This design comes from an exercise in tuning for small area on the open sky130 flow, not from production work. Only simulation tests tie the RTL to the original design; equivalence was not proved. Power and IR drop assume default switching activity.

**flow/run.sh**
```bash
#!/bin/bash
# synth_recipe.tcl (not shown) runs the flow's synth.tcl, then flattens the netlist and writes it again
# the make line also repeats each setting of config.mk as NAME=value (left out here)
make -C /OpenROAD-flow-scripts/flow DESIGN_CONFIG=/design/flow/config.mk WORK_HOME=/design/flow/orfs CLKGATE_MAP_FILE= SYNTH_SCRIPT=/design/flow/synth_recipe.tcl finish
```
**flow/config.mk**
```make
export PLATFORM = sky130hd
export DESIGN_NAME = toplevel
export DESIGN_NICKNAME = toplevel
export VERILOG_FILES = /design/flow/design.v
export SDC_FILE = /design/flow/constraint.sdc
export NUM_CORES = 4
export LEC_CHECK = 0
export ABC_AREA = 1
export CAP_MARGIN = 20
export CORE_MARGIN = 2
export CORE_UTILIZATION = 40
export SLEW_MARGIN = 20
```
**flow/constraint.sdc**
```tcl
create_clock -name core_clock -period 10.0 [get_ports {clk}]
set_input_delay 2.0000 -clock core_clock [delete_from_list [all_inputs] [get_ports {clk}]]
set_output_delay 2.0000 -clock core_clock [all_outputs]
set_load 0.01 [all_outputs]
```
**flow/design.v**
```verilog
module blinky(Reset, Clk, Leds);
    input Reset;
    input Clk;
    output reg [7:0] Leds;
    reg [31:0] counter;
    reg       InternalClock;
    parameter FreqDivider = 4999_9999;
    always @(posedge Clk or negedge Reset)
    begin
        if(!Reset) begin
            counter <= 0;
            InternalClock <= 0;
            Leds <= 0;
            end
        else if(counter >= FreqDivider) begin
            counter <= 0;
            InternalClock <= ~InternalClock;
            if(!InternalClock)
                Leds <= Leds + 8'h1;
            end
        else
            counter <= counter + 32'h1;
    end
endmodule
module _7segments(Reset, Clk, Val, Seg, Seg_En);
    localparam SEG_0 = 8'b11000000;
    localparam SEG_1 = 8'b11111001;
    localparam SEG_2 = 8'b10100100;
    localparam SEG_3 = 8'b10110000;
    localparam SEG_4 = 8'b10011001;
    localparam SEG_5 = 8'b10010010;
    localparam SEG_6 = 8'b10000010;
    localparam SEG_7 = 8'b11111000;
    localparam SEG_8 = 8'b10000000;
    localparam SEG_9 = 8'b10010000;
    function [7:0] SevenSegmentDecoder(input [3:0] bcd_code);
        case(bcd_code)
            4'h0: SevenSegmentDecoder = SEG_0;
            4'h1: SevenSegmentDecoder = SEG_1;
            4'h2: SevenSegmentDecoder = SEG_2;
            4'h3: SevenSegmentDecoder = SEG_3;
            4'h4: SevenSegmentDecoder = SEG_4;
            4'h5: SevenSegmentDecoder = SEG_5;
            4'h6: SevenSegmentDecoder = SEG_6;
            4'h7: SevenSegmentDecoder = SEG_7;
            4'h8: SevenSegmentDecoder = SEG_8;
            4'h9: SevenSegmentDecoder = SEG_9;
            default: SevenSegmentDecoder = SEG_9;
        endcase
    endfunction
    input Reset;
    input Clk;
    input  [15:0] Val;
    output reg [3:0] Seg_En;
    output reg [7:0] Seg;
    reg [31:0] counter;
    reg       InternalClock;
    localparam FreqDivider = 49;
    localparam SEVEN_SEG0 = 8'h0;
    localparam SEVEN_SEG1 = 8'h1;
    localparam SEVEN_SEG2 = 8'h2;
    localparam SEVEN_SEG3 = 8'h3;
    reg [7:0] current_seven_seg;
    wire InternalClockRise = (counter >= FreqDivider) && !InternalClock;
    always @(posedge Clk or negedge Reset)
    begin
        if(!Reset)
            begin
                counter <= 0;
                InternalClock <= 0;
            end
        else if(counter >= FreqDivider)
            begin
                InternalClock <= ~InternalClock;
                counter <= 0;
            end
        else
            counter <= counter + 32'h1;
    end
    always @(posedge Clk or negedge Reset)
    begin
        if(!Reset)
            begin
                Seg_En <= 4'b1111;
                Seg    <= 8'hff;
                current_seven_seg <= SEVEN_SEG0;
            end
        else if(InternalClockRise)
            case(current_seven_seg)
                SEVEN_SEG0:
                begin
                    Seg <= SevenSegmentDecoder(Val[3:0]);
                    Seg_En <= 4'b1110;
                    current_seven_seg <= SEVEN_SEG1;
                end
                SEVEN_SEG1:
                begin
                    if(Val[15:4] != 0) begin
                        Seg <= SevenSegmentDecoder(Val[7:4]);
                        Seg_En <= 4'b1101;
                        current_seven_seg <= SEVEN_SEG2;
                    end
                    else
                        current_seven_seg <= SEVEN_SEG0;
                end
                SEVEN_SEG2:
                begin
                    if(Val[15:8] != 0) begin
                        Seg <= SevenSegmentDecoder(Val[11:8]);
                        Seg_En <= 4'b1011;
                        current_seven_seg <= SEVEN_SEG3;
                    end
                    else
                        current_seven_seg <= SEVEN_SEG0;
                end
                SEVEN_SEG3:
                begin
                    if(Val[15:12] != 0) begin
                        Seg <= SevenSegmentDecoder(Val[15:12]);
                        Seg_En <= 4'b0111;
                        current_seven_seg <= SEVEN_SEG0;
                    end
                    else
                        current_seven_seg <= SEVEN_SEG0;
                end
            endcase
    end
endmodule
module bcd_counter(Reset, Clk, Sw, BCDCount);
    input Reset;
    input Clk;
    input [4:0] Sw;
    output reg [15:0] BCDCount;
    reg [15:0] _16bit_temp_bcd;
    reg [31:0] counter;
    reg [31:0] MaxCount;
    always @(posedge Clk or negedge Reset)
    begin
        if(!Reset)
            begin
                counter <= 0;
                _16bit_temp_bcd <= 0;
                BCDCount <= 0;
                MaxCount <= 9999;
            end
        else if (Sw != 0)begin
          if(Sw[1] == 1)
           MaxCount <= 9999;
          if(Sw[3] == 1)
           MaxCount <= 99;
          if(Sw[4] == 1)
           MaxCount <= 999;
        end            
        else if(counter >= MaxCount) begin
            _16bit_temp_bcd <= _16bit_temp_bcd + 16'h1;
            BCDCount <= _16bit_temp_bcd;
            counter <= 0;
        end
        else
            begin
                counter <= counter + 32'h1;
                if(_16bit_temp_bcd[3:0] > 9)
                    _16bit_temp_bcd <= _16bit_temp_bcd + 16'h6;
                if(_16bit_temp_bcd[7:4] > 9)
                    _16bit_temp_bcd <= _16bit_temp_bcd + 16'h60;
                if(_16bit_temp_bcd[11:8] > 9)
                    _16bit_temp_bcd <= _16bit_temp_bcd + 16'h600;
                if(_16bit_temp_bcd[15:12] > 9)
                    _16bit_temp_bcd <= _16bit_temp_bcd + 16'h6000;
            end
    end
endmodule
module UartTx(Reset, Clk, Tx);
input Reset,Clk;
output reg Tx;
    localparam CLK_RATE = 100000000;  
    localparam SERIAL_BAUD_RATE = 115200;
    localparam UartTxCounterMax = CLK_RATE/SERIAL_BAUD_RATE;
    localparam [7:0] UartTxData = "A";
    reg [31:0] UartTxBaudCounter;
    reg [7:0]  UartTxCurrentBitPosition;
    reg        UartTxIsActive;
    always @(posedge Clk or negedge Reset)
    begin
        if(!Reset)
            begin
                UartTxBaudCounter <= 0;
                Tx <= 1;
                UartTxCurrentBitPosition <= 0;
                UartTxIsActive <= 1;
            end
        else if(UartTxBaudCounter >= UartTxCounterMax)
            begin
                if(UartTxIsActive == 1)
                begin
                    case(UartTxCurrentBitPosition)
                        0: Tx <= 0;  
                        1: Tx <= UartTxData[UartTxCurrentBitPosition-1];
                        2: Tx <= UartTxData[UartTxCurrentBitPosition-1];
                        3: Tx <= UartTxData[UartTxCurrentBitPosition-1];
                        4: Tx <= UartTxData[UartTxCurrentBitPosition-1];
                        5: Tx <= UartTxData[UartTxCurrentBitPosition-1];
                        6: Tx <= UartTxData[UartTxCurrentBitPosition-1];
                        7: Tx <= UartTxData[UartTxCurrentBitPosition-1];
                        8: Tx <= UartTxData[UartTxCurrentBitPosition-1];
                        9: Tx <= 1;  
                        default: Tx <= 1;
                    endcase
                    UartTxCurrentBitPosition <= UartTxCurrentBitPosition + 8'h1;
                    if (UartTxCurrentBitPosition > 9)
                    begin
                        UartTxIsActive <= 0;
                        UartTxCurrentBitPosition <= 0;
                    end
                end
                UartTxBaudCounter <= 32'h0;
            end
        else
            UartTxBaudCounter <= UartTxBaudCounter + 32'h1;
    end    
endmodule
module UartRx(Reset, Clk, Rx, LLedEx);
    input Reset,Clk, Rx;
    output reg [23:0] LLedEx;
    localparam CLK_RATE = 100000000;  
    localparam SERIAL_BAUD_RATE = 115200;
    localparam UartRxCounterMax = (CLK_RATE/SERIAL_BAUD_RATE) - 10;
    reg [7:0]  UartRxData;
    reg [31:0] UartRxBaudCounter;
    reg [7:0]  UartRxCurrentBitPosition;
    reg        UartRxStartBitIsDetected;
    reg        UartRxIdleIsDetected;
    reg        UartRxStartbitValue;
    reg        UartRxStopbitValue;
    always @(posedge Clk or negedge Reset) begin
        if(!Reset) begin
            UartRxData <= 0;
            UartRxBaudCounter <= 0;
            UartRxCurrentBitPosition <= 0;
            UartRxStartBitIsDetected <= 0;
            UartRxIdleIsDetected <= 0;
            UartRxStartbitValue <= 0;
            UartRxStopbitValue <= 0;
            LLedEx <= 0;
        end
        else begin
        LLedEx[16] <= Rx;
        if(UartRxStartBitIsDetected == 1) begin
            if(UartRxBaudCounter >= UartRxCounterMax) begin
                case(UartRxCurrentBitPosition)
                    0: UartRxStartbitValue <= Rx;
                    1: UartRxData[UartRxCurrentBitPosition-1] <= Rx;
                    2: UartRxData[UartRxCurrentBitPosition-1] <= Rx;
                    3: UartRxData[UartRxCurrentBitPosition-1] <= Rx;
                    4: UartRxData[UartRxCurrentBitPosition-1] <= Rx;
                    5: UartRxData[UartRxCurrentBitPosition-1] <= Rx;
                    6: UartRxData[UartRxCurrentBitPosition-1] <= Rx;
                    7: UartRxData[UartRxCurrentBitPosition-1] <= Rx;
                    8: UartRxData[UartRxCurrentBitPosition-1] <= Rx;
                    9: UartRxStopbitValue <= Rx;
                endcase
                UartRxBaudCounter <= 0;
                UartRxCurrentBitPosition <= UartRxCurrentBitPosition + 8'h1;
                if((UartRxCurrentBitPosition > 9)) begin
                    LLedEx[0] <= UartRxStartbitValue;
                    LLedEx[1] <= UartRxData[0];
                    LLedEx[2] <= UartRxData[1];
                    LLedEx[3] <= UartRxData[2];
                    LLedEx[4] <= UartRxData[3];
                    LLedEx[5] <= UartRxData[4];
                    LLedEx[6] <= UartRxData[5];
                    LLedEx[7] <= UartRxData[6];
                    LLedEx[8] <= UartRxData[7];
                    LLedEx[9] <= UartRxStopbitValue;
                    UartRxStartBitIsDetected <= 0;
                    UartRxIdleIsDetected     <= 0;
                    UartRxCurrentBitPosition <= 0;
                end
            end
            else
                UartRxBaudCounter <= UartRxBaudCounter + 32'h1;
        end
        else if ((Rx == 1) && (UartRxIdleIsDetected == 0) && (UartRxCurrentBitPosition == 0))
            UartRxIdleIsDetected <= 1;
        else if ((Rx == 0) && (UartRxIdleIsDetected == 1) && (UartRxCurrentBitPosition == 0)) begin
            UartRxStartBitIsDetected <= 1;
            LLedEx[23] <= 1;
        end
        end
    end
endmodule
module UartCom(Reset, Clk, Tx, Rx, OutLed);
input Reset,Clk, Rx;
output Tx;
output [23:0] OutLed;
UartTx UartTxInst(Reset, Clk, Tx);
UartRx UartRxInst(Reset, Clk, Rx, OutLed);
endmodule
module toplevel(S, DIP, LedEx, SEG, AN, reset, clk, led, usb_tx, usb_rx);
    input reset;
    input clk;
    output [7:0] led;
    output [3:0] AN;
    output [7:0] SEG;
    output [23:0] LedEx;
    input [23:0] DIP;
    input [4:0] S;
    input usb_rx;
    output usb_tx;
    wire [4:0] S_State;
    wire [15:0] _16bit_bcd;
    assign S_State = ~S;  
    blinky #(.FreqDivider(999)) LEDsCount(.Reset(reset), .Clk(clk), .Leds(led));
    _7segments SevenSegmentDriver(.Reset(reset), .Clk(clk), .Val(_16bit_bcd), .Seg(SEG), .Seg_En(AN));
    bcd_counter BCDCounterRegister(.Reset(reset), .Clk(clk), .Sw(S), .BCDCount(_16bit_bcd));
    UartCom Uart(.Reset(reset), .Clk(clk), .Tx(usb_tx), .Rx(usb_rx), .OutLed(LedEx));
endmodule
```
==> run summary <==
## cell type report
type | count | area [µm²]
tap | 396 | 495.5
timing repair buffer | 41 | 414.1
clock buffer | 38 | 788.3
inverter | 192 | 720.7
sequential | 261 | 6550
multi-input combinational | 1023 | 5425
clock inverter | 14 | 202.7
fill | 2958 | 16150
## power breakdown
| group | internal [mW] | total [mW] | switching, mW |
|---|---|---|---|
| clock | 0.658 | 1.08 | 0.421 |
| combinational | 0.148 | 0.391 | 0.244 |
| sequential | 1.13 | 1.19 | 0.0619 |
## Yosys cell counts, drive strengths merged (9+ instances only)
cell type,n
nand2,292
dfrtp,246
nor2,192
inv,191
o21ai,91
nand3,75
ha,72
a21oi,48
xor2,28
nor3,27
nand4,26
buf,22
nor4,16
dfstp,15
or2,10
o21a,9
## routing by layer
layer	global-route usage, %	routed length (µm)	vias to the layer above
li1	-	-	4735
met1	19.38	10900	4215
met2	24.20	10330	108
met3	1.935	640	37
met4	3.317	528	0
met5	0	0	-
## through the flow
stage | total power [mW] | util [%]
3_3_place_gp | 1.591 | 44.23
6_report | 2.664 | 47.47
5_1_grt | 2.820 | 47.47
2_1_floorplan | 1.470 | -
3_5_place_dp | 1.598 | 44.23
4_1_cts | 2.702 | 47.46
## worst max-delay path, cell delays in order
cell,delay (ps)
sky130_fd_sc_hd__clkdlybuf4s50_1,430
sky130_fd_sc_hd__nor2_1,200
sky130_fd_sc_hd__nand3_2,430
sky130_fd_sc_hd__nor4_1,590
sky130_fd_sc_hd__nand2_1,130
sky130_fd_sc_hd__nor2_1,230
sky130_fd_sc_hd__inv_1,60
sky130_fd_sc_hd__nor2_1,160
sky130_fd_sc_hd__nand2_1,70
sky130_fd_sc_hd__nor2_1,80
sky130_fd_sc_hd__nor3_1,50
## kinds of logic after synthesis
kind of cell | Yosys count | share of synthesized area, %
AO/OA/AOI/OAI | 180 | 8.177
XOR/XNOR | 35 | 2.440
adder cells (fa/ha/maj) | 73 | 7.251
flip-flops | 261 | 52.14
multiplexers | 1 | 0.08964
buffers and inverters | 222 | 7.092
AND/OR/NAND/NOR | 651 | 22.75
other | 2 | 0.05978
## state kept, by name, indices dropped and copies added (netlist names), 2 cells and up
name and flops:
Uart.UartTxInst.UartTxCurrentBitPosition 8, SevenSegmentDriver.Seg 7, SevenSegmentDriver.Seg_En 4, BCDCounterRegister._16bit_temp_bcd 16, SevenSegmentDriver.current_seven_seg 2, BCDCounterRegister.MaxCount 4
Uart.UartRxInst.UartRxCurrentBitPosition 8, Uart.UartRxInst.LLedEx 12, Uart.UartRxInst.UartRxData 8, LEDsCount.counter 32, SevenSegmentDriver.counter 32, LEDsCount.Leds 8
Uart.UartRxInst.UartRxBaudCounter 32, Uart.UartTxInst.UartTxBaudCounter 32, BCDCounterRegister.BCDCount 16, BCDCounterRegister.counter 32
## final timing paths
path	slack [ps]	endpoint	cells after the start	start
worst max-delay path	5960	BCDCounterRegister.counter[12]$_DFFE_PN0N_	11	S[3]
worst min-delay path	450	Uart.UartTxInst.UartTxIsActive$_DFFE_PN1N_	2	Uart.UartTxInst.UartTxIsActive$_DFFE_PN1N_
worst max register to register	6550	Uart.UartRxInst.UartRxData[1]$_DFFE_PN0P_	22	Uart.UartRxInst.UartRxCurrentBitPosition[0]$_DFFE_PN0P_
worst min register to register	450	Uart.UartTxInst.UartTxIsActive$_DFFE_PN1N_	2	Uart.UartTxInst.UartTxIsActive$_DFFE_PN1N_
max in group asynchronous	7090	LEDsCount.counter[7]$_DFF_PN0_	2	reset
min in group asynchronous	1480	LEDsCount.counter[3]$_DFF_PN0_	1	reset
==> impl_metrics.py <==
metrics = {
    "status": {
        "status": "timing/DRC/antenna clean",
    },
    "timing": {
        "min_period_over_period_pct": 40.37,
        "final.setup.tns_ps": 0,
        "setup_viol": 0,
        "final-max-slew-violation-count": 0,
        "worst_pin_slew_ps": 963.5,
        "rsz0062_at_grt": "false",
        "fin_hold_ws_ps": 452.9,
        "final.setup.worst_slack_ps": 5963,
        "max_clock_freq_mhz": 247.7,
        "post-route-min-period_ps": 4037,
        "number_of_hold_violations_in_the_final_report": 0,
        "clock_skew_ps": 9.025,
        "slew_headroom_pct": 35.77,
    },
    "logic_synthesis": {
        "synthTopCellsByArea": "sky130_fd_sc_hd__dfrtp_1, sky130_fd_sc_hd__nand2_1, sky130_fd_sc_hd__ha_1, sky130_fd_sc_hd__inv_1, sky130_fd_sc_hd__nor2_1",
        "synth_enable_flop_cells": 0,
        "post-synth-top-area-fraction_pct": 49.00,
        "postSynthCellCount": 1425,
        "biggest_area_consumer_among_synthesized_cells": "sky130_fd_sc_hd__dfrtp_1",
        "yosysWarnings": 5,
        "yosys_most_used_dff": "sky130_fd_sc_hd__dfrtp_1",
        "synthArstFlopShare_pct": 100.0,
        "ys_seq_elements": 261,
        "netlist_area_mm2": 0.01256,
        "yosys.cell_types.count": 53,
        "synth.avg_cell_area_um2": 8.815,
        "seq_area_frac_synth_pct": 52.14,
    },
    "clock_network": {
        "clk_transition_reported_paths_ps": 60,
        "cts_tree": "done",
        "post_cts_buffers": 0,
        "cts_hold_repair.buffers": 0,
        "cts_root_buf": "sky130_fd_sc_hd__clkbuf_16",
        "max-clock-path-buffers": 3,
        "numCtsBuffers": 28,
        "clk_latency_ps": 550,
        "cts.sink_count": 261,
        "cts_htree_levels": 1,
        "cts-resized-gates": 0,
    },
    "route": {
        "drc_errors": 0,
        "drt-initial-drc-count": 399,
        "via_count": 9095,
        "drt-pass1-iter-count": 5,
        "antenna_violating_nets_post_route": 0,
        "drt-vias-per-instance": 4.628,
        "routed_wire_length_per_instance_um": 11.40,
        "wirelength_um": 22400,
    },
    "power": {
        "pwr_density_cell_mw_per_mm2": 182.5,
        "worst_ir_drop_vdd_mv": 0.1261,
        "cellLeakagePower_nw": 7.082,
    },
    "finish": {
        "commonest_non_fill_non_tap_cells_in_the_layout": "sky130_fd_sc_hd__nand2_1, sky130_fd_sc_hd__dfrtp_1, sky130_fd_sc_hd__inv_1",
        "layout.cells.most_common": "sky130_fd_sc_hd__nand2_1",
        "fin_area_mm2": 0.01460,
        "area_growth_pct": 16.20,
        "finish.net_count": 1651,
        "drive_gt1_share_pct": 6.883,
        "post_layout_nonfiller_instances": 1965,
        "n_antenna_cell": 0,
    },
    "global_routing": {
        "number_of_global_route_vias_before_repair": 8834,
        "grt_usage_pct": 14.25,
        "grt_start_max_net_pins": 111,
        "overflow": 0,
        "antenna_violations_before_repair": 0,
        "wire_length_of_the_first_global_routing_pass_um": 40480,
    },
    "min_path": {
        "timing.hold.worst.class": "register to register",
    },
    "placed_design": {
        "detailedPlace.worstSlack_ps": 5458,
        "io_buffers": 39,
        "placed_cell_area_mm2": 0.01360,
        "post-dp-hpwl_um": 15500,
        "place.detailed.instances": 1913,
        "gp_routability_congestion": 0.8460,
    },
    "critical_path": {
        "critical_path_required_ps": 10410,
        "timing.critical_path.arrival_ps": 4450,
        "crit_fanout": 24,
        "setup.worst_path.start_class": "input port",
        "worstSetupPathType": "input port to register",
        "worstSetupEndpointType": "register",
    },
    "floorplanning": {
        "pin_count": 77,
        "initial_utilization_pct": 40.85,
        "die_h_um": 181.2,
        "die_outline_area_mm2": 0.03284,
        "rows": 64,
        "core_mm2": 0.03075,
        "floorplan.die.width_um": 181.2,
    },
    "job": {
        "max-cap-violations": 0,
    },
}

## port drivers added, routing unchanged
The flow's constraints put no driver on any port. The routed layout listed below was extracted and timed again, unchanged, in two steps. Step 1 (the two cells are an assumption about what drives the block):
set clk [get_ports {clk}]
set_driving_cell -lib_cell sky130_fd_sc_hd__clkbuf_16 $clk
set_driving_cell -lib_cell sky130_fd_sc_hd__buf_2 [delete_from_list [all_inputs] $clk]
Step 2 times the ports against the registers' clock, not the clock port: input delays grow and output delays shrink by t, the midpoint of the rising clock arrivals with the driver on. Slacks: ideal ports / drivers / drivers and shift; pairs: ideal ports / drivers.
shift t [ns]: 0.590
slack for setup (ns): 5.963 / 5.990 / 5.400
slew at the worst register clock pin (ns): 0.06 / 0.06
After both steps setup and hold are still met in this run. The setup slack of this run moves by +0.027 ns with the drivers and by -0.563 ns with both steps.
